This is an optimization exercise on Yosys and OpenROAD, whose aim is small area, not a production implementation. RTL that was checked went through simulation tests only; none was proved equivalent to the original. No functional check of the RTL was part of run 4. In every run shown here, the design's own scripts or RTL, not TritonCTS, make the clock network. The clock port is modelled as an ideal driver, which makes a skipped or thinned clock tree look cheaper than it is; a real chip needs a root buffer or a tree. Power and IR drop assume default switching activity.

<file path="flow/run.sh">
#!/bin/bash
# The standard flow (standard.sh's make line) with these changes:
#  - synthesis: synth_recipe.tcl with a stronger, area-oriented abc script and
#    no half/full adder cells (flow/synth.tcl, flow/abc_area.script)
#  - one tie cell for all constant outputs
#  - port buffers are buf_1
#  - a one-level clock tree: a few clock buffers, each driving the
#    flip-flops near it (flow/clock_tree.tcl), in place of TritonCTS's tree
# make's full output goes to make.log; ORFS's own per-step logs stay under orfs/logs.
set -euo pipefail
export OWN_WORK=$PWD
export OWN_ABC_SCRIPT=$PWD/flow/abc_area.script
export OWN_CLK_GROUPS=2
export OWN_CLK_BUF=sky130_fd_sc_hd__clkbuf_16
sed -e "s|\"\${@:-finish}\"|SYNTH_SCRIPT=\$OWN_WORK/flow/synth.tcl ADDER_MAP_FILE= SKIP_REPAIR_TIE_FANOUT=1 BUFFER_PORTS_ARGS='-buffer_cell sky130_fd_sc_hd__buf_1' PRE_CTS_TCL=\$OWN_WORK/flow/clock_tree.tcl \"\${@:-finish}\"|" standard.sh > own_standard.sh
bash own_standard.sh > make.log 2>&1
</file>
<file path="flow/abc_area.script">
strash
&get -n
&deepsyn -T 60
&put
dch -f
map -a
topo
</file>
<file path="flow/clock_tree.tcl">
# PRE_CTS_TCL hook: a one-level clock tree. The flip-flops are split into
# OWN_CLK_GROUPS groups by position (k-means); each group gets one
# OWN_CLK_BUF placed at its centre, driven straight from the clock port.
# clock_tree_synthesis is then made a no-op for the rest of cts.tcl.
set block [ord::get_db_block]
set clk_net [$block findNet CLOCK_50]
set sinks {}
foreach it [$clk_net getITerms] {
  set inst [$it getInst]
  lassign [$inst getLocation] x y
  set m [$inst getMaster]
  set cx [expr { ($x + [$m getWidth] / 2.0) / 1000.0 }]
  set cy [expr { ($y + [$m getHeight] / 2.0) / 1000.0 }]
  lappend sinks [list "[$inst getName]/[[$it getMTerm] getName]" $cx $cy]
}
set k $::env(OWN_CLK_GROUPS)
# start the centres spread along x
set sorted [lsort -real -index 1 $sinks]
set n [llength $sorted]
set cents {}
for { set i 0 } { $i < $k } { incr i } {
  set s [lindex $sorted [expr { int(($i + 0.5) * $n / $k) }]]
  lappend cents [list [lindex $s 1] [lindex $s 2]]
}
for { set iter 0 } { $iter < 50 } { incr iter } {
  set groups [lrepeat $k {}]
  foreach s $sinks {
    set best 0
    set bd 1e30
    for { set i 0 } { $i < $k } { incr i } {
      lassign [lindex $cents $i] cx cy
      set d [expr { ([lindex $s 1] - $cx) ** 2 + ([lindex $s 2] - $cy) ** 2 }]
      if { $d < $bd } { set bd $d; set best $i }
    }
    lset groups $best [concat [lindex $groups $best] [list $s]]
  }
  set cents {}
  foreach g $groups {
    set sx 0; set sy 0
    foreach s $g { set sx [expr { $sx + [lindex $s 1] }]; set sy [expr { $sy + [lindex $s 2] }] }
    set c [llength $g]
    if { $c == 0 } { set c 1 }
    lappend cents [list [expr { $sx / $c }] [expr { $sy / $c }]]
  }
}
for { set i 0 } { $i < $k } { incr i } {
  set g [lindex $groups $i]
  if { [llength $g] == 0 } { continue }
  set pins {}
  foreach s $g { lappend pins [get_pins [lindex $s 0]] }
  lassign [lindex $cents $i] cx cy
  puts "own clock tree: buffer $i drives [llength $g] sinks at ($cx, $cy)"
  insert_buffer -buffer_cell $::env(OWN_CLK_BUF) -net CLOCK_50 -load_pins $pins \
    -location [list $cx $cy] -buffer_name clkbuf_own_$i -net_name clknet_own_$i
}
set_propagated_clock [all_clocks]
proc clock_tree_synthesis { args } { puts "clock_tree_synthesis skipped: own clock tree in place" }
</file>
<file path="flow/synth.tcl">
# The standard flow's synthesis (synth_recipe.tcl) with abc run on this flow's own script
# and the half/full adder extraction left out (ADDER_MAP_FILE is empty).
proc abc {args} {
  set i [lsearch -exact $args -script]
  if { $i >= 0 } { lset args [expr { $i + 1 }] $::env(OWN_ABC_SCRIPT) }
  yosys abc {*}$args
}
source $::env(OWN_WORK)/synth_recipe.tcl
</file>
<file path="standard.sh">
#!/bin/bash
# synth_recipe.tcl (not shown) runs the flow's synth.tcl, then flattens the netlist and writes it again
# the make line also repeats each setting of config.mk as NAME=value (left out here)
make -C /OpenROAD-flow-scripts/flow DESIGN_CONFIG=/design/flow/config.mk WORK_HOME=/design/flow/orfs CLKGATE_MAP_FILE= SYNTH_SCRIPT=/design/flow/synth_recipe.tcl "${@:-finish}"
</file>
<file path="config.mk">
export PLATFORM = sky130hd
export DESIGN_NAME = test_program
export DESIGN_NICKNAME = test_program
export VERILOG_FILES = /design/flow/design.v
export SDC_FILE = /design/flow/constraint.sdc
export NUM_CORES = 4
export LEC_CHECK = 0
export ABC_AREA = 1
export CAP_MARGIN = 20
export CORE_MARGIN = 2
export CORE_UTILIZATION = 70
export SLEW_MARGIN = 20
export SYNTH_HIERARCHICAL = 1
</file>
<file path="constraint.sdc">
create_clock -name core_clock -period 10.0 [get_ports {CLOCK_50}]
set_input_delay 2.0000 -clock core_clock [delete_from_list [all_inputs] [get_ports {CLOCK_50}]]
set_output_delay 2.0000 -clock core_clock [all_outputs]
set_load 0.01 [all_outputs]
</file>
<file path="design.v">
module mod_7seg(
    output logic [0:6] o_segments,
    input  logic [3:0] i_value_q);
  wire [3:0] w = i_value_q;
  wire _00_;
  wire _01_;
  wire _02_;
  wire _03_;
  wire _04_;
  wire _05_;
  wire _06_;
  wire _07_;
  wire _08_;
  wire _09_;
  wire _10_;
  wire _11_;
  wire _12_;
  wire _13_;
  wire _14_;
  assign _00_ = (~(w[2]));
  assign _01_ = (~(_00_)) | (~(w[1]));
  assign _02_ = (~(w[0])&~(_00_)) | (~(_01_));
  assign _03_ = (~(w[3]));
  assign _04_ = (~(w[0]));
  assign _05_ = (~(w[1])&~(_04_)) | (~(w[2]));
  assign _06_ = (~(w[1])&~(w[2])) | (~(_05_));
  assign _07_ = (~(w[0])&~(_03_)) | (~(_06_));
  assign _08_ = (~(_07_));
  assign _09_ = (~(w[1])) | (~(w[2]));
  assign _10_ = (~(_09_)&~(w[3])) | (~(_04_)&~(w[3]));
  assign _11_ = (~(_10_)) | (~(_02_));
  assign o_segments[3] = (~(_02_)&~(_08_)) | (~(_11_));
  assign o_segments[0] = (~(_03_)&~(_07_)) | (~(_11_));
  assign _12_ = (~(w[1])&~(_03_)) | (~(w[2])&~(_03_));
  assign _13_ = (~(_05_)&~(o_segments[0]));
  assign o_segments[5] = (~(w[1])&~(_12_)&~(_13_)) | (~(_04_)&~(_12_)&~(_13_));
  assign _14_ = (~(_12_)&~(_13_));
  assign o_segments[1] = (~(_00_)&~(_14_)) | (~(_07_)&~(_14_));
  assign o_segments[4] = (~(_04_)&~(_01_)) | (~(_04_)&~(w[3])) | (~(_09_)&~(_01_)) | (~(_09_)&~(w[3]));
  assign o_segments[6] = (~(_12_)&~(_08_));
  assign o_segments[2] = ((o_segments[1])&(_07_)) | ((_04_)&(o_segments[5]));
endmodule
module mod_byte_display(
    output logic [0:6] o_lcd_upper_nibble,
    output logic [0:6] o_lcd_lower_nibble,
    input  logic [7:0] i_value_q);
  mod_7seg u_lcd_upper(.o_segments(o_lcd_upper_nibble), .i_value_q(i_value_q[7:4]));
  mod_7seg u_lcd_lower(.o_segments(o_lcd_lower_nibble), .i_value_q(i_value_q[3:0]));
endmodule
module midi_to_freq(
  input logic [7:0] note,
  output logic [15:0] freq);
  localparam logic [15:0] F0 = 16'b0000010010101000;
  localparam logic [15:0] F1 = 16'b0011010101110100;
  localparam logic [15:0] F2 = 16'b0010010010111100;
  localparam logic [15:0] F3 = 16'b0010111011000000;
  localparam logic [15:0] F4 = 16'b0001110110101000;
  localparam logic [15:0] F5 = 16'b0010100100110000;
  localparam logic [15:0] F6 = 16'b0011000111000000;
  localparam logic [15:0] F7 = 16'b0011111000000000;
  localparam logic [15:0] F8 = 16'b0011111111111100;
  wire [3:0] lo = note[3:0];
  wire hit = note[7:4] == 4'h4;
  assign freq = hit ? {7'b0, F8[lo], F7[lo], F6[lo], F5[lo], F4[lo],
                       F3[lo], F2[lo], F1[lo], F0[lo]} : 16'd0;
endmodule
module midi_custom(
    input  logic       clk,
    input  logic       serial,
    input  logic       rst_n,
    output logic [7:0] note_q,      
    output logic [7:0] note_now);   
    logic [3:0]  ph;
    logic [1:0]  byte_count;
    localparam logic [10:0] SEED = 11'd1972;
    logic [10:0] count;
    localparam logic [10:0] POL = 11'b10101010101;
    logic [10:0] cnt_q;
    assign count = cnt_q ^ POL;
    wire is_bit = ~ph[3];
    wire idle   = ph == 4'd10;
    wire start  = ph == 4'd11;
    wire stop   = ph == 4'd9;
    wire half   = (count & 11'b10110011011) == 11'b10110011011;   
    wire full   = (count & 11'b11111011011) == 11'b11100010011;   
    wire wrap   = byte_count == 2'd3;
    wire adv    = idle ? ~serial : is_bit ? full : (start | stop) ? half : 1'b1;
    wire we     = is_bit & full & (byte_count == 2'd1);
    localparam logic [7:0] SPOL = 8'h22;
    logic [7:0] note;
    assign note = note_q ^ SPOL;
    always_comb begin
        note_now = note;
        if (we) note_now[ph[2:0]] = serial;
        if (!rst_n) note_now = 8'b0;
    end
    always_ff @(posedge clk) begin
        note_q <= note_now ^ SPOL;
        cnt_q <= POL ^ ((idle | adv | wrap) ? SEED : {count[9:0], ~(count[10] ^ count[8])});
        if (!rst_n) begin
            ph <= 4'd10;
            byte_count <= 2'd0;
        end else begin
            if (adv) ph <= (ph == 4'd11) ? 4'd0 : ph + 4'd1;
            if (ph == 4'd8) byte_count <= byte_count + 2'd1;
            if (wrap) byte_count <= 2'd0;
        end
    end
endmodule
module leap_in(
    input  logic       clk,
    input  logic       serial,
    input  logic       rst_n,
    output logic [7:0] b18_q,      
    output logic [7:0] b19_q);     
    localparam logic [7:0] SPOL = 8'h22;
    logic [7:0] byte18, byte19;
    logic [7:0] b18_d, b19_d;
    assign byte18 = b18_q ^ SPOL;
    assign byte19 = b19_q ^ SPOL;
    logic [3:0]  ph;
    logic [4:0]  byte_count;
    localparam logic [10:0] SEED = 11'd1972;
    logic [10:0] count;
    localparam logic [10:0] POL = 11'b10101010101;
    logic [10:0] cnt_q;
    assign count = cnt_q ^ POL;
    wire is_bit = ~ph[3];
    wire idle   = ph == 4'd10;
    wire start  = ph == 4'd11;
    wire stop   = ph == 4'd9;
    wire half   = (count & 11'b10110011011) == 11'b10110011011;   
    wire full   = (count & 11'b11111011011) == 11'b11100010011;   
    wire wrap   = byte_count == 5'd20;
    wire adv    = idle ? ~serial : is_bit ? full : (start | stop) ? half : 1'b1;
    wire we     = is_bit & full;
    always_comb begin
        b18_d = byte18;
        b19_d = byte19;
        if (we && byte_count == 5'd18) b18_d[ph[2:0]] = serial;
        if (we && byte_count == 5'd19) b19_d[ph[2:0]] = serial;
        if (!rst_n) begin
            b18_d = 8'b0;
            b19_d = 8'b0;
        end
    end
    always_ff @(posedge clk) begin
        b18_q <= b18_d ^ SPOL;
        b19_q <= b19_d ^ SPOL;
        cnt_q <= POL ^ ((idle | adv | wrap) ? SEED : {count[9:0], ~(count[10] ^ count[8])});
        if (!rst_n) begin
            ph <= 4'd10;
            byte_count <= 5'd0;
        end else begin
            if (adv) ph <= (ph == 4'd11) ? 4'd0 : ph + 4'd1;
            if (ph == 4'd8) byte_count <= byte_count + 5'd1;
            if (wrap) byte_count <= 5'd0;
        end
    end
endmodule
module test_program(
	input logic CLOCK_50, KEY, SERIAL_IN,
	input logic [6:0] EX_IO,
	output logic [17:0] LEDR,
	output logic debug_out,
	output logic [15:0] o_freq,
	output logic [0:6] o_lcd7_0, o_lcd7_1,o_lcd7_2, o_lcd7_3,o_lcd7_4, o_lcd7_5);
	logic key_d, leap_d, midi_d;
	always_ff @(posedge CLOCK_50) begin
		key_d  <= KEY;
		leap_d <= EX_IO[5];
		midi_d <= EX_IO[6];
	end
	logic [7:0] leap_b18, leap_b19;   
	leap_in myleap(
		.clk(CLOCK_50),
		.serial(leap_d),
		.rst_n(key_d),
		.b18_q(leap_b18),
		.b19_q(leap_b19)
	);
	logic [7:0] note, note_now;   
	midi_custom mymidi(
		.clk(CLOCK_50),
		.serial(midi_d),
		.rst_n(key_d),
		.note_q(note),
		.note_now(note_now)
	);
	assign debug_out = EX_IO[6];
	assign LEDR = 18'b0;
	midi_to_freq get_freq(
		.note(note_now),
		.freq(o_freq)
	);
	mod_byte_display u_7seg_0
		( .o_lcd_upper_nibble(o_lcd7_1),
		.o_lcd_lower_nibble(o_lcd7_0),
		.i_value_q(leap_b19));
	mod_byte_display u_7seg_1
		( .o_lcd_upper_nibble(o_lcd7_3),
		.o_lcd_lower_nibble(o_lcd7_2),
		.i_value_q(leap_b18));
	mod_byte_display u_7seg_2
		( .o_lcd_upper_nibble(o_lcd7_5),
		.o_lcd_lower_nibble(o_lcd7_4),
		.i_value_q(note));
endmodule
</file>
==> metrics.cfg, run 1 <==
[run_status]
status = finished clean

[cts]
insertion_delay_ps = 170
ctsHoldBuffers = 0
ctsResizeCount = 0
clkTransAtPathRegs_ps = 110
post_cts_buffers = 0

[critical_path]
path_max_fanout = 5
slowest_delay_ps = 620
worstPathRequired_ps = 8000
critPathCaptureType = output pin
path_cells = nor2_1, clkinv_1, nor4_1, nand2_1, nor4_1, nand3_1, o21ai_0, a21oi_1, nor4_1, clkinv_1, nor3_1, clkinv_1, a21oi_1, nand2_1, nand3_1, nand2_1, a21oi_1, buf_1
crit_slowest_cell = nor4_1
critPathLaunchType = register
criticalPathCategory = reg2out
crit_arrival_ps = 4010

[drt]
routedWlPerCell_um = 11.14
drt_first_pass_iters = 4
drc = 0
drt_iter0_markers = 161
avgViaCountPerCell = 5.422
drtAntennaViolNets = 0
dr_total_vias = 3150
drt-total-wl_um = 6475

[floorplanning]
die_x_um = 72.80
fp.dieH_um = 72.80
top_level_ports = 87
rows = 25
dieArea_sq_um = 5299
start_util_pct = 71.57
core-area_sq_um = 4629

[pwr]
swShare_pct = 29.00
comb_power_share_pct = 16.5
switchingPower_w = 0.0001403
p_leak_nw = 1.286
p_clk_share_pct = 20.1
p_int_w = 0.0003435
seqPwrFrac_pct = 63.4
vdd_ir_drop_max_v = 0.0001291
power_density_nw_per_um2 = 140.6

[job]
max_cap_violations = 0

[sta]
fmax_mhz = 166.3
drv_slew = 0
setup_viol = 0
fin_crit_ps = 6014
fin_skew_ps = 9.648
whs_ps = 386.6
hold_viol = 0
setup_tns_ps = 0
setup_ws_ps = 3986
finalCritPeriodShare_pct = 60.14
worstMarginPinSlew_ps = 777.3
rsz0062_at_grt = false
slew_headroom_pct = 47.70

[logic_synthesis]
synthMuxAreaShare_pct = 0
yosys_warnings = 9
synth_simple_gate_area_share_pct = 24.36
yosysUniqueCellTypes = 22
synth_adder_area_share_pct = 0
synth_seq_cells = 64
synthXorXnorAreaFrac_pct = 0.2644
syn-cell-area_sq_um = 3313
synthesis.nets = 506
synth_top_family_by_area = simple AND/OR/NAND/NOR gates
netlist_instances = 496
synth-compound-area-share_pct = 19.94
synth-seq-area-share_pct = 38.67
synth_area_per_cell_sq_um = 6.680

[min_path]
holdCritPathClass = reg2reg

[grt]
grt_pass1_wl_um = 10990
gr-total-overflow = 0
grt_max_degree = 36
grt_pass1_vias = 2653
antenna_found_initial = 0
grt_use_total_pct = 24.51

[placed_design]
place_hpwl_um = 5129
dp_slack_ps = 4264
io_buffers = 55
gp_congestion = 0.8766
dpl.cell_count = 579

[layout]
stdcell_count = 581
final_layout_size_suffix_gt1_share_pct = 2.087
fin_util_pct = 74.35
antenna_cells = 0
layout.nets = 539
area_delta_synth_final_pct = 3.890

-- area by class of cell, without the clock buffers --
class                           instances  area, sq um
Fill cell                             404         1187
Inverter                               94        352.8
Multi-Input combinational cell        312         1484
Sequential cell                        64         1281
Tap cell                               54        67.56
Timing Repair Buffer                   55        206.4
-- sequential cells by signal, indices dropped and copies added, names as in the netlist --
signal and flops:
mymidi.cnt_q 11, myleap.byte_count 5, myleap.ph 4, myleap.cnt_q 11
midi_d 1, mymidi.note_q 8, mymidi.byte_count 2, myleap.b18_q 8
myleap.b19_q 8, leap_d 1, key_d 1, mymidi.ph 4
-- power by group through the flow --
| stage | sequential (W) | combinational, W | clock [W] |
|---|---|---|---|
| after floorplan | 0.000306 | 0.0000716 | 0 |
| after global placement | 0.000311 | 0.0000774 | 0 |
| after detailed placement | 0.000312 | 0.0000795 | 0 |
| after CTS | 0.000306 | 0.0000799 | 0.0000995 |
| after global routing | 0.000310 | 0.0000937 | 0.000107 |
| final | 0.000307 | 0.0000799 | 0.0000972 |
-- cell families (layout without fill, tap and decap cells) --
group                     count (synthesis)  in the layout
AOI/OAI and AO/OA                       121            121
xor gates and xnor gates                  1              1
buffers and inverters                   120            151
DFF                                      64             64
other                                     2              2
and+or+nand+nor                         188            188
-- per-layer routing --
| layer | GRT usage [%] | wire [um] | vias up |
|---|---|---|---|
| li1 | - | - | 1674 |
| met1 | 33.57 | 3084 | 1392 |
| met2 | 44.65 | 3113 | 80 |
| met3 | 0.6906 | 224 | 4 |
| met4 | 2.881 | 53 | 0 |
| met5 | 0 | 0 | - |
-- path summary, 6_finish.rpt --
check                       start          endpoint  slack [ps]  cells past startpoint
hold / removal    myleap.cnt_q[5]   myleap.cnt_q[6]         390                      1
setup / recovery  mymidi.cnt_q[8]         o_freq[5]        3990                     18
setup reg to reg  mymidi.cnt_q[8]  mymidi.note_q[1]        7580                     10
hold reg to reg   myleap.cnt_q[5]   myleap.cnt_q[6]         390                      1
-- layout by cell type, fill, tap and decap left out --
cell | synthesis | layout
nor3_1 | 24 | 24
nor2_1 | 66 | 66
nor4_1 | 7 | 7
and2_2 | 2 | 2
conb_1 | 2 | 2
or2_2 | 1 | 1
o22ai_1 | 10 | 10
nand3_1 | 13 | 13
a211oi_1 | 1 | 1
a31oi_1 | 13 | 13
o21a_1 | 6 | 6
a21oi_1 | 41 | 41
a22oi_1 | 2 | 2
nand2_1 | 67 | 67
dfxtp_1 | 64 | 64
xor2_1 | 1 | 1
nand4_1 | 2 | 2
a311oi_1 | 1 | 1
clkinv_1 | 94 | 94
o21ai_0 | 47 | 47
clkbuf_16 | 0 | 2
buf_1 | 0 | 55
and3_2 | 6 | 6
-- critical path: cells and delay by family (launching register included) --
| kind | cells | cell delay, ps |
|---|---|---|
| AOI/OAI and AO/OA | 4 | 650 |
| buffers and inverters | 4 | 580 |
| DFF | 1 | 340 |
| and+or+nand+nor | 10 | 2260 |
-- per-module statistics from Yosys, one instance, submodules excluded, excerpt --
| module | area (sq um) | flip-flops and latches | times used | cells |
|---|---|---|---|---|
| midi_to_freq | 197.7 | 0 | 1 | 41 |
| leap_in | 1338 | 36 | 1 | 174 |
| midi_custom | 903.4 | 25 | 1 | 114 |
| mod_7seg | 111.4 | 0 | 6 | 24 |
| test_program | 206.4 | 3 | 1 | 23 |
-- through the flow --
stage / total power [W] / area [sq um]
final: 0.0004838 / 3442
after global routing: 0.0005115 / 3442
after CTS: 0.0004859 / 3442
after detailed placement: 0.0003919 / 3392
after global placement: 0.0003879 / 3392
after floorplan: 0.0003772 / 3313
-- synthesized netlist by cell type --
cell type,n,area (sq um)
clkinv_1,94,352.8
nand2_1,67,251.5
nor2_1,66,247.7
dfxtp_1,64,1281
o21ai_0,47,235.2
a21oi_1,41,205.2
buf_4,26,195.2
nor3_1,24,120.1
a31oi_1,13,81.33
nand3_1,13,65.06
o22ai_1,10,62.56
nor4_1,7,43.79
and3_2,6,45.04
o21a_1,6,45.04
a22oi_1,2,15.01
and2_2,2,15.01
conb_1,2,7.510
nand4_1,2,12.51
a211oi_1,1,7.510
a311oi_1,1,8.760
or2_2,1,6.260
xor2_1,1,8.760
==> run 2: changes to the inputs <==
--- a/design.v
+++ b/design.v
@@ -50,19 +50,62 @@
 module midi_to_freq(
   input logic [7:0] note,
   output logic [15:0] freq);
-  localparam logic [15:0] F0 = 16'b0000010010101000;
-  localparam logic [15:0] F1 = 16'b0011010101110100;
-  localparam logic [15:0] F2 = 16'b0010010010111100;
-  localparam logic [15:0] F3 = 16'b0010111011000000;
-  localparam logic [15:0] F4 = 16'b0001110110101000;
-  localparam logic [15:0] F5 = 16'b0010100100110000;
-  localparam logic [15:0] F6 = 16'b0011000111000000;
-  localparam logic [15:0] F7 = 16'b0011111000000000;
-  localparam logic [15:0] F8 = 16'b0011111111111100;
-  wire [3:0] lo = note[3:0];
-  wire hit = note[7:4] == 4'h4;
-  assign freq = hit ? {7'b0, F8[lo], F7[lo], F6[lo], F5[lo], F4[lo],
-                       F3[lo], F2[lo], F1[lo], F0[lo]} : 16'd0;
+  wire _00_;
+  wire _01_;
+  wire _02_;
+  wire _03_;
+  wire _04_;
+  wire _05_;
+  wire _06_;
+  wire _07_;
+  wire _08_;
+  wire _09_;
+  wire _10_;
+  wire _11_;
+  wire _12_;
+  wire _13_;
+  wire _14_;
+  wire _15_;
+  wire _16_;
+  wire _17_;
+  wire _18_;
+  wire _19_;
+  wire _20_;
+  wire _21_;
+  wire _22_;
+  assign _00_ = (~(note[1]));
+  assign _01_ = (~(note[3]));
+  assign _02_ = (~(note[0])&~(_01_));
+  assign _03_ = (~(note[6]));
+  assign _04_ = (~(note[5])&~(note[4])&~(note[7])&~(_03_));
+  assign _05_ = (~(_04_)) | (~(_00_)) | (~(note[2]));
+  assign _06_ = (~(note[2]));
+  assign _07_ = (~(_04_)) | (~(_06_));
+  assign _08_ = (~(_05_)&~(_01_)) | (~(_07_)&~(_01_));
+  assign _09_ = (~(_08_));
+  assign _10_ = (~(_04_)) | (~(_01_)) | (~(note[1])) | (~(note[2]));
+  assign freq[3] = (~(_00_)&~(_09_)) | (~(_00_)&~(_10_)) | (~(_02_)&~(_09_)) | (~(_02_)&~(_10_));
+  assign _11_ = (~(_00_)&~(_07_));
+  assign _12_ = (~(note[0]));
+  assign _13_ = (~(_01_)&~(_11_)) | (~(note[2])&~(_11_)) | (~(_04_)&~(_11_));
+  assign _14_ = (~(_12_)&~(_13_));
+  assign _15_ = (~(_14_)) | (~(note[3]));
+  assign _16_ = (~(_11_)&~(_14_)) | (~(_15_));
+  assign _17_ = (~(_02_));
+  assign _18_ = (~(_17_)) | (~(_04_)) | (~(_00_)) | (~(note[2]));
+  assign freq[2] = (~(_16_)) | (~(_18_));
+  assign freq[8] = (~(_09_)) | (~(_13_));
+  assign _19_ = (~(freq[8])) | (~(_12_));
+  assign freq[1] = (~(_19_)) | (~(_18_));
+  assign _20_ = (~(freq[8])&~(_14_)) | (~(_02_)&~(_14_));
+  assign freq[0] = (~(_16_)&~(_20_)) | (~(_18_)&~(_20_));
+  assign _21_ = (~(note[1])&~(_17_)&~(_07_));
+  assign freq[5] = ((_21_)) | (~(_15_)) | (~(_18_));
+  assign _22_ = (~(freq[1])) | (~(_13_));
+  assign freq[6] = (~(_22_)) | (~(_10_));
+  assign freq[7] = (~(_21_)&~(_09_));
+  assign freq[4] = (~(_20_));
+  assign freq[15:9] = 7'h00;
 endmodule
 module midi_custom(
     input  logic       clk,
==> flow/abc_area.script (replaced) <==
strash
&get -n
&deepsyn -T 30
&put
dch -f
map -a
topo
==> run 2 against run 1 <==
  * Clock skew is 16 ps higher
  * Still clean
  * Die area hardly changed
  * Hold slack better by 0.60 ps
  * Critical path depth stayed put
  * Sequential power hardly changed
  * First-iteration DRC count is 30% lower
  * Maximum frequency is 0.79% lower
==> metrics.cfg, run 2 <==
[run_status]
status = finished clean

[sta]
fin_crit_ps = 6061
hold_viol = 0
slew_headroom_pct = 45.54
worstMarginPinSlew_ps = 809.5
setup_tns_ps = 0
rsz0062_at_grt = false
fmax_mhz = 165.0
setup_viol = 0
fin_skew_ps = 26.14
drv_slew = 0
finalCritPeriodShare_pct = 60.61

[floorplanning]
rows = 25
top_level_ports = 87
die_x_um = 72.76
fp.dieH_um = 72.76
start_util_pct = 71.49
dieArea_sq_um = 5294
core-area_sq_um = 4629

[pwr]
power_density_nw_per_um2 = 138.9
p_leak_nw = 1.253
vdd_ir_drop_max_v = 0.0001742

[drt]
avgViaCountPerCell = 5.484
drt_iter0_markers = 113
routedWlPerCell_um = 11.12
drtAntennaViolNets = 0
drc = 0
drt-total-wl_um = 6404
drt_first_pass_iters = 4
dr_total_vias = 3159

[layout]
area_delta_synth_final_pct = 3.894
nFillCells = 382
top_regs = myleap.cnt_q (11), mymidi.cnt_q (11)
multi_input_area_sq_um = 1488
design_area_sq_um = 3438
seq_area_sq_um = 1281
layout.nets = 534
final_layout_size_suffix_gt1_share_pct = 1.916
final_cell_mix = clkinv_1 (92), nand2_1 (74), dfxtp_1 (64), nor2_1 (57), buf_1 (55)
antenna_cells = 0
final_common_cell = clkinv_1

[placed_design]
gp_congestion = 0.9127
placed_cell_area_sq_um = 3388
io_buffers = 55
place_hpwl_um = 5059

[logic_synthesis]
synth_area_leader_cell = dfxtp_1
synth_top_area_share_pct = 38.71
yosysMostFrequentCell = clkinv_1
netlist_instances = 491
synth_seq_cells = 64
ys_top_cells_by_area = dfxtp_1 (39%), clkinv_1 (10%), nand2_1 (8.4%)
synthArstFlopShare_pct = 0
yosys_warnings = 9
synth_area_per_cell_sq_um = 6.740
ys.flop_type = dfxtp_1
synthesis.nets = 501
netlist_top_cells_count = clkinv_1 (92), nand2_1 (74), dfxtp_1 (64), nor2_1 (57), o21ai_0 (42)
syn-cell-area_sq_um = 3309
yosysUniqueCellTypes = 22
synth_edf_count = 0
synth-seq-area-share_pct = 38.71

[cts]
ctsResizeCount = 0
post_cts_buffers = 0
ctsHoldBuffers = 0
clkTransAtPathRegs_ps = 120
insertion_delay_ps = 180

[critical_path]
path_cells = nor2_1, clkinv_1, nor4_1, nand2_1, nor4_1, nand3_1, o21ai_0, a21oi_1, nor4_1, clkinv_1, nor2_1, clkinv_1, nor2_1, a21oi_1, nor2_1, o21ai_0, a21oi_1, buf_1
path_max_fanout = 5
slowest_delay_ps = 640
worstPathRequired_ps = 8000
critPathCaptureType = output pin
crit_slowest_cell = nor4_1
criticalPathCategory = reg2out
crit_arrival_ps = 4060
path_common_cell = nor2_1
critPathLaunchType = register

[grt]
gr-total-overflow = 0
grt_pass1_wl_um = 10900
antenna_found_initial = 0
grt_pass1_vias = 2681
grt_max_degree = 39
grt_use_total_pct = 24.14

[min_path]
holdCritPathClass = reg2reg

[job]
max_cap_violations = 0

run 2: cell count changes after synthesis, sizes merged, moves of 3 or more:
cell    delta
nor2       -9
nand2      +7
o21ai      -5
a211oi     +4
nor3       -4
nand3      +3
o211ai     +3
run 2: logic make-up after synthesis:
| family | Yosys count | synth area share [%] |
|---|---|---|
| buf+inv | 118 | 16.33 |
| flops | 64 | 38.71 |
| compound gates | 123 | 20.83 |
| other cells | 2 | 0.2269 |
| simple gates | 183 | 23.63 |
| xor+xnor | 1 | 0.2647 |
run 2: worst paths after layout:
path	startpoint	to	slack (ps)	depth (start not counted)
hold / removal	myleap.cnt_q[5]	myleap.cnt_q[6]	390	1
hold reg to reg	myleap.cnt_q[5]	myleap.cnt_q[6]	390	1
setup / recovery	mymidi.cnt_q[8]	o_freq[0]	3940	18
setup reg to reg	mymidi.cnt_q[8]	mymidi.note_q[3]	7570	7
run 2: routing by layer:
metal	vias up	part of all wire, %	GRT usage, %
met1	1392	47	31.85
li1	1677	-	-
met4	0	0.92	5.144
met2	84	47	43.13
met5	-	0	0
met3	6	5.2	2.072
run 2: final cells by class, without the clock buffers:
cell class,instances,area share (%)
inverter,92,10.04
tap,54,1.965
timing repair buffer,55,6.004
multi-input combinational,309,43.27
sequential,64,37.26
run 2: metrics by stage:
| step | utilization, % | hold WS, ps | instances | setup WS (ps) | total power (W) |
|---|---|---|---|---|---|
| floorplan | - | 351.7 | 491 | 4924 | 0.0003741 |
| global placement | 73.19 | 352.7 | 574 | 4460 | 0.0003844 |
| detailed placement | 73.19 | 358.8 | 574 | 4265 | 0.0003885 |
| CTS | 74.27 | 393.6 | 576 | 4023 | 0.0004801 |
| global route | 74.27 | 397.6 | 576 | 3257 | 0.0005066 |
| finish | 74.27 | 387.2 | 576 | 3939 | 0.0004777 |
run 2: modules after synthesis (local to each module, per instance), a selection:
module,area (sq um),flops+latches
leap_in,1320,36
midi_custom,903.4,25
test_program,206.4,3
midi_to_freq,211.5,0
mod_7seg,111.4,0
run 2: critical path, delay by kind of cell, from the launching register on:
kind	cells	cell delay, ps
simple gates	9	2360
buf+inv	4	520
compound gates	5	650
flops	1	340
run 2: power by group:
part | total [W] | switching, W | internal [W] | leakage, nW
clock | 0.0000945 | 0.0000573 | 0.0000371 | 0.0246
sequential | 0.000304 | 0.0000219 | 0.000282 | 0.522
combinational | 0.0000797 | 0.0000576 | 0.0000221 | 0.706
==> run 3: changes to the inputs <==
--- a/flow/run.sh
+++ b/flow/run.sh
@@ -1,7 +1,5 @@
 #!/bin/bash
 # The standard flow (standard.sh's make line) with these changes:
-#  - synthesis: synth_recipe.tcl with a stronger, area-oriented abc script and
-#    no half/full adder cells (flow/synth.tcl, flow/abc_area.script)
 #  - one tie cell for all constant outputs
 #  - port buffers are buf_1
 #  - a one-level clock tree: a few clock buffers, each driving the
==> run 3 against run 2 <==
  * Flip-flop and latch count is the same
  * Hold slack is the same
  * Critical path depth is the same
  * First-iteration DRC count is the same
  * Final cell count is the same
  * Highest routed layer unchanged
  * Sequential share of layout area is the same
  * Register-to-register slack is essentially flat
==> metrics.cfg, run 3 <==
[run_status]
status = finished clean

[sta]
setup_tns_ps = 0
worstMarginPinSlew_ps = 809.5
fin_crit_ps = 6061
setup_ws_ps = 3939
fin_skew_ps = 26.14
setup_viol = 0
rsz0062_at_grt = false
slew_headroom_pct = 45.54
hold_viol = 0
whs_ps = 387.2
drv_slew = 0
fmax_mhz = 165.0
finalCritPeriodShare_pct = 60.61

[critical_path]
crit_path_start = mymidi.cnt_q[8]
r2r_setup_slack_ps = 7570
rr_startpoint = mymidi.cnt_q[8]
criticalPathCategory = reg2out
crit_arrival_ps = 4060
crit_slowest_cell = nor4_1
path_max_fanout = 5
critPathCaptureType = output pin
worst-r2r-cell-count = 7
reg2reg_to = mymidi.note_q[3]
path_cells = nor2_1, clkinv_1, nor4_1, nand2_1, nor4_1, nand3_1, o21ai_0, a21oi_1, nor4_1, clkinv_1, nor2_1, clkinv_1, nor2_1, a21oi_1, nor2_1, o21ai_0, a21oi_1, buf_1
path_common_cell = nor2_1
critPathLaunchType = register
slowest_delay_ps = 640
worstPathRequired_ps = 8000

[logic_synthesis]
synthArstFlopShare_pct = 0
synth_seq_cells = 64
yosysUniqueCellTypes = 22
synth-seq-area-share_pct = 38.71
synth_area_per_cell_sq_um = 6.740
yosys_warnings = 9
synth_edf_count = 0
ys.flop_type = dfxtp_1
yosysMostFrequentCell = clkinv_1
syn-cell-area_sq_um = 3309
synthesis.nets = 501
netlist_instances = 491
synth_top_area_share_pct = 38.71
netlist_top_cells_count = clkinv_1 (92), nand2_1 (74), dfxtp_1 (64), nor2_1 (57), o21ai_0 (42)
synth_area_leader_cell = dfxtp_1
ys_top_cells_by_area = dfxtp_1 (39%), clkinv_1 (10%), nand2_1 (8.4%)

[min_path]
holdCritPathClass = reg2reg
worstHoldStart = myleap.cnt_q[5]
whs_endpoint = myleap.cnt_q[6]
holdPathStages = 1

[drt]
drt_iter0_markers = 113
dr_total_vias = 3159
avgViaCountPerCell = 5.484
routedWlPerCell_um = 11.12
drtAntennaViolNets = 0
drt_first_pass_iters = 4
drc = 0
drt-total-wl_um = 6404

[layout]
nFillCells = 382
top_regs = myleap.cnt_q (11), mymidi.cnt_q (11)
final_layout_size_suffix_gt1_share_pct = 1.916
layout.nets = 534
final_common_cell = clkinv_1
design_area_sq_um = 3438
final_cell_mix = clkinv_1 (92), nand2_1 (74), dfxtp_1 (64), nor2_1 (57), buf_1 (55)
multi_input_area_sq_um = 1488
seq_area_sq_um = 1281
area_delta_synth_final_pct = 3.894
antenna_cells = 0

[placed_design]
io_buffers = 55
dp_slack_ps = 4265
place_hpwl_um = 5059
placed_cell_area_sq_um = 3388
gp_congestion = 0.9127

[cts]
ctsHoldBuffers = 0
ctsResizeCount = 0
post_cts_buffers = 0
insertion_delay_ps = 180
clkTransAtPathRegs_ps = 120

[grt]
gr-total-overflow = 0
grt_pass1_vias = 2681
grt_use_total_pct = 24.14
antenna_found_initial = 0
grt_pass1_wl_um = 10900
grt_max_degree = 39

[floorplanning]
top_level_ports = 87
rows = 25
core-area_sq_um = 4629
dieArea_sq_um = 5294
start_util_pct = 71.49
fp.dieH_um = 72.76
die_x_um = 72.76

[pwr]
p_leak_nw = 1.253
power_density_nw_per_um2 = 138.9
vdd_ir_drop_max_v = 0.0001742

[job]
max_cap_violations = 0

## run 3: cell counts after synthesis
No cell type changed its count.
## run 3: kinds of logic after synthesis
| group | after synthesis | share of synthesized area (%) |
|---|---|---|
| xor gates and xnor gates | 1 | 0.2647 |
| DFF | 64 | 38.71 |
| other | 2 | 0.2269 |
| and+or+nand+nor | 183 | 23.63 |
| buffers and inverters | 118 | 16.33 |
| AOI/OAI and AO/OA | 123 | 20.83 |
## run 3: worst max-delay path by stage
stage	end
3_3_place_gp	o_freq[0]
6_report	o_freq[0]
3_5_place_dp	o_freq[2]
4_1_cts	o_freq[0]
5_1_grt	o_freq[2]
2_1_floorplan	o_freq[6]
## run 3: metal layers
metal	vias up	part of all wire, %	track usage, %
met3	6	5.2	2.072
met1	1392	47	31.85
li1	1677	-	-
met4	0	0.92	5.144
met5	-	0	0
met2	84	47	43.13
## run 3: modules after synthesis (local to each module, per instance), a selection
module        cells  times used
leap_in         166           1
midi_custom     114           1
midi_to_freq     44           1
test_program     23           1
mod_7seg         24           6
## run 3: final cells by class, without the clock buffers
| type | count | share of cell area (%) |
|---|---|---|
| well taps | 54 | 1.965 |
| repair buffers | 55 | 6.004 |
| flip-flops and latches | 64 | 37.26 |
| multi-input cells | 309 | 43.27 |
| inverters | 92 | 10.04 |
## run 3: per-stage QoR
step,utilization (%),power (W),cells
3_5_place_dp,73.19,0.0003885,574
3_3_place_gp,73.19,0.0003844,574
2_1_floorplan,-,0.0003741,491
6_report,74.27,0.0004777,576
5_1_grt,74.27,0.0005066,576
4_1_cts,74.27,0.0004801,576
## run 3: power breakdown
part | switching (W) | internal [W]
Sequential | 0.0000219 | 0.000282
Combinational | 0.0000576 | 0.0000221
Clock | 0.0000573 | 0.0000371
## run 3: critical path, delay by kind of cell, from the launching register on
family | cells | cell delay, ps
buffers and inverters | 4 | 520
flip-flops | 1 | 340
AO/OA/AOI/OAI | 5 | 650
AND/OR/NAND/NOR | 9 | 2360
==> run 4: changes to the inputs <==
--- a/design.v
+++ b/design.v
@@ -113,7 +113,10 @@
     input  logic       rst_n,
     output logic [7:0] note_q,      
     output logic [7:0] note_now);   
-    logic [3:0]  ph;
+    logic [3:0]  ph, ph_n;
+    localparam logic [3:0] PHX = 4'b0111;
+    logic [3:0]  ph_q;
+    assign ph = ph_q ^ PHX;
     logic [1:0]  byte_count;
     localparam logic [10:0] SEED = 11'd1972;
     logic [10:0] count;
@@ -137,14 +140,18 @@
         if (we) note_now[ph[2:0]] = serial;
         if (!rst_n) note_now = 8'b0;
     end
+    always_comb begin
+        ph_n = ph;
+        if (adv) ph_n = (ph == 4'd11) ? 4'd0 : ph + 4'd1;
+        if (!rst_n) ph_n = 4'd10;
+    end
     always_ff @(posedge clk) begin
+        ph_q <= ph_n ^ PHX;
         note_q <= note_now ^ SPOL;
         cnt_q <= POL ^ ((idle | adv | wrap) ? SEED : {count[9:0], ~(count[10] ^ count[8])});
         if (!rst_n) begin
-            ph <= 4'd10;
             byte_count <= 2'd0;
         end else begin
-            if (adv) ph <= (ph == 4'd11) ? 4'd0 : ph + 4'd1;
             if (ph == 4'd8) byte_count <= byte_count + 2'd1;
             if (wrap) byte_count <= 2'd0;
         end
@@ -161,7 +168,10 @@
     logic [7:0] b18_d, b19_d;
     assign byte18 = b18_q ^ SPOL;
     assign byte19 = b19_q ^ SPOL;
-    logic [3:0]  ph;
+    logic [3:0]  ph, ph_n;
+    localparam logic [3:0] PHX = 4'b0100;
+    logic [3:0]  ph_q;
+    assign ph = ph_q ^ PHX;
     logic [4:0]  byte_count;
     localparam logic [10:0] SEED = 11'd1972;
     logic [10:0] count;
@@ -187,15 +197,19 @@
             b19_d = 8'b0;
         end
     end
+    always_comb begin
+        ph_n = ph;
+        if (adv) ph_n = (ph == 4'd11) ? 4'd0 : ph + 4'd1;
+        if (!rst_n) ph_n = 4'd10;
+    end
     always_ff @(posedge clk) begin
+        ph_q <= ph_n ^ PHX;
         b18_q <= b18_d ^ SPOL;
         b19_q <= b19_d ^ SPOL;
         cnt_q <= POL ^ ((idle | adv | wrap) ? SEED : {count[9:0], ~(count[10] ^ count[8])});
         if (!rst_n) begin
-            ph <= 4'd10;
             byte_count <= 5'd0;
         end else begin
-            if (adv) ph <= (ph == 4'd11) ? 4'd0 : ph + 4'd1;
             if (ph == 4'd8) byte_count <= byte_count + 5'd1;
             if (wrap) byte_count <= 5'd0;
         end
==> run 4 against run 3 <==
  * First-iteration DRC count is 48% higher
  * Synthesized cell count is 1.0% higher
  * Total power is 21% higher
  * Critical path depth is 2 higher
  * Die area is 0.18% lower
  * Register-to-register slack worse by 80 ps
  * Still clean on timing, DRC and antenna
==> metrics.cfg, run 4 <==
[run_status]
status = finished clean

[logic_synthesis]
netlist_top_cells_count = clkinv_1 (91), nand2_1 (78), dfxtp_1 (64), nor2_1 (61), o21ai_0 (59)
synthArstFlopShare_pct = 0
yosys_warnings = 9
synth_edf_count = 0
yosysUniqueCellTypes = 22
netlist_instances = 496
synthesis.nets = 506
ys.flop_type = dfxtp_1
synth_area_per_cell_sq_um = 6.660
syn-cell-area_sq_um = 3303
synth_area_leader_cell = dfxtp_1
ys_top_cells_by_area = dfxtp_1 (39%), clkinv_1 (10%), o21ai_0 (8.9%)
synth_seq_cells = 64
synth_top_area_share_pct = 38.79
synth-seq-area-share_pct = 38.79
yosysMostFrequentCell = clkinv_1

[layout]
design_area_sq_um = 3430
antenna_cells = 0
area_delta_synth_final_pct = 3.826
top_regs = myleap.cnt_q (11), mymidi.cnt_q (11)
layout.nets = 539
final_cell_mix = clkinv_1 (91), nand2_1 (78), dfxtp_1 (64), nor2_1 (61), o21ai_0 (59)
final_layout_size_suffix_gt1_share_pct = 2.467
final_common_cell = clkinv_1

[job]
max_cap_violations = 0

[drt]
routedWlPerCell_um = 10.96
avgViaCountPerCell = 5.434
drt_iter0_markers = 167
drc = 0
drt_first_pass_iters = 4
drt-total-wl_um = 6347
dr_total_vias = 3146
drtAntennaViolNets = 0

[sta]
hold_viol = 0
worstMarginPinSlew_ps = 701.4
slew_headroom_pct = 52.75
rsz0062_at_grt = false
fmax_mhz = 190.7
finalCritPeriodShare_pct = 52.44
setup_viol = 0
setup_tns_ps = 0
drv_slew = 0
fin_skew_ps = 7.506
fin_crit_ps = 5244

[placed_design]
placed_cell_area_sq_um = 3379
gp_congestion = 0.8813
io_buffers = 55
place_hpwl_um = 5052

[grt]
grt_pass1_wl_um = 10940
antenna_found_initial = 0
gr-total-overflow = 0
grt_pass1_vias = 2681
grt_max_degree = 35
grt_use_total_pct = 24.27

[pwr]
p_leak_nw = 1.262
vdd_ir_drop_max_v = 0.0001587
power_density_nw_per_um2 = 168.9

[cts]
insertion_delay_ps = 170
clkTransAtPathRegs_ps = 110
ctsHoldBuffers = 0
ctsResizeCount = 0
post_cts_buffers = 0

[critical_path]
criticalPathCategory = reg2out
path_max_fanout = 3
crit_path_start = mymidi.cnt_q[4]
rr_startpoint = myleap.ph_q[3]
critPathLaunchType = register
critPathCaptureType = output pin
crit_arrival_ps = 3240
worstPathRequired_ps = 8000

[floorplanning]
top_level_ports = 87
fp.dieH_um = 72.70
dieArea_sq_um = 5285
core-area_sq_um = 4444
rows = 24
start_util_pct = 74.32
die_x_um = 72.70

[min_path]
worstHoldStart = myleap.cnt_q[5]
holdCritPathClass = reg2reg

==> run 4: cell types whose count changed after synthesis, moves of 2 or more <==
cell,change
nor4_1,-5
nor3_1,-7
nand4_1,+3
nor3b_1,+2
a31oi_1,-3
nor2_1,+4
nand2_1,+4
o22ai_1,-5
o21ai_0,+17
a211oi_1,-5
==> run 4: cell families after synthesis <==
family / count (synthesis) / synth area share [%]
simple gates: 188 / 24.43
flops: 64 / 38.79
other cells: 2 / 0.2274
compound gates: 125 / 20.30
buf+inv: 117 / 16.25
==> run 4: worst max-delay path, cell delays in order, from the launching register on <==
cell	delay (ps)
dfxtp_1	340
nor3b_1	200
nand2_1	100
nor2_1	130
nand2_1	70
clkinv_1	60
nand2_1	70
nor3_1	200
nor3_1	70
a21oi_1	180
clkinv_1	90
nor4_1	250
clkinv_1	170
nor2_1	210
clkinv_1	120
nor2_1	130
a21oi_1	90
nor2_1	180
o21ai_0	150
a21oi_1	140
buf_1	160
==> run 4: report_power, final <==
| part | leakage [nW] | total [W] | internal (W) | switching [W] |
|---|---|---|---|---|
| Clock | 0.0246 | 0.0000962 | 0.0000372 | 0.0000590 |
| Sequential | 0.523 | 0.000337 | 0.000304 | 0.0000334 |
| Combinational | 0.714 | 0.000145 | 0.0000432 | 0.000102 |
| Total | 1.26 | 0.000579 | 0.000385 | 0.000195 |
==> run 4: final timing paths <==
path	end	slack, ps	depth (start not counted)
setup / recovery	o_freq[0]	4760	20
hold / removal	myleap.cnt_q[6]	380	1
setup reg to reg	myleap.b19_q[4]	7490	7
hold reg to reg	myleap.cnt_q[6]	380	1
==> run 4: layout make-up, without the clock buffers <==
type                    count  area, sq um
well taps                  52        65.06
repair buffers             55        206.4
flip-flops and latches     64         1281
fillers                   357         1015
multi-input cells         315         1485
inverters                  91        341.6
==> run 4: layer usage <==
layer	up-vias	part of all wire (%)	global-route usage [%]
met5	-	0	0
met4	0	1.1	3.086
met3	7	4.5	0.8287
met2	75	47	43.33
met1	1397	48	33.77
li1	1667	-	-
==> run 4: per-module statistics from Yosys, one instance, submodules excluded, excerpt <==
module	times used	flip-flops and latches
leap_in	1	36
midi_custom	1	25
midi_to_freq	1	0
test_program	1	3
mod_7seg	6	0
==> run 4: metrics by stage <==
stage	utilization (%)	worst slack (ps)	power, W	hold slack [ps]	instances
floorplan	-	5346	0.0004581	351.4	496
global placement	76.04	5076	0.0004811	354.6	577
detailed placement	76.04	5013	0.0004865	359.1	577
CTS	77.17	4783	0.0005806	385.5	579
global route	77.17	4275	0.0006174	395.0	579
finish	77.17	4756	0.0005791	383.8	579

[afterwards: timing with drivers on the ports]
The results above use ideal ports. As a check the final layouts listed here were re-extracted and re-timed, cells and wires unchanged.
Step 1, drivers: a clkbuf_16 drives CLOCK_50 and a buf_2 each remaining input, both assumed.
Step 2 also shifts input and output timing later by t, the mid clock arrival at the registers, as if the neighbouring blocks saw the same clock.
a / b / c = ideal / step 1 / step 2; a / b = the first two.
run | t, ns | slack for setup (ns) | worst setup path after step 2 | worst register clock-pin slew, ns | worst data-port slew with drivers (ns)
run 1 | 0.211 | 3.986 / 3.943 / 4.154 | register to output | 0.11 / 0.11 | 0.03
run 2 | 0.212 | 3.939 / 3.892 / 4.104 | register to output | 0.12 / 0.12 | 0.03
run 3 | 0.212 | 3.939 / 3.892 / 4.104 | register to output | 0.12 / 0.12 | 0.03
run 4 | 0.213 | 4.756 / 4.709 / 4.922 | register to output | 0.11 / 0.11 | 0.03
After both steps every run listed still meets setup and hold.
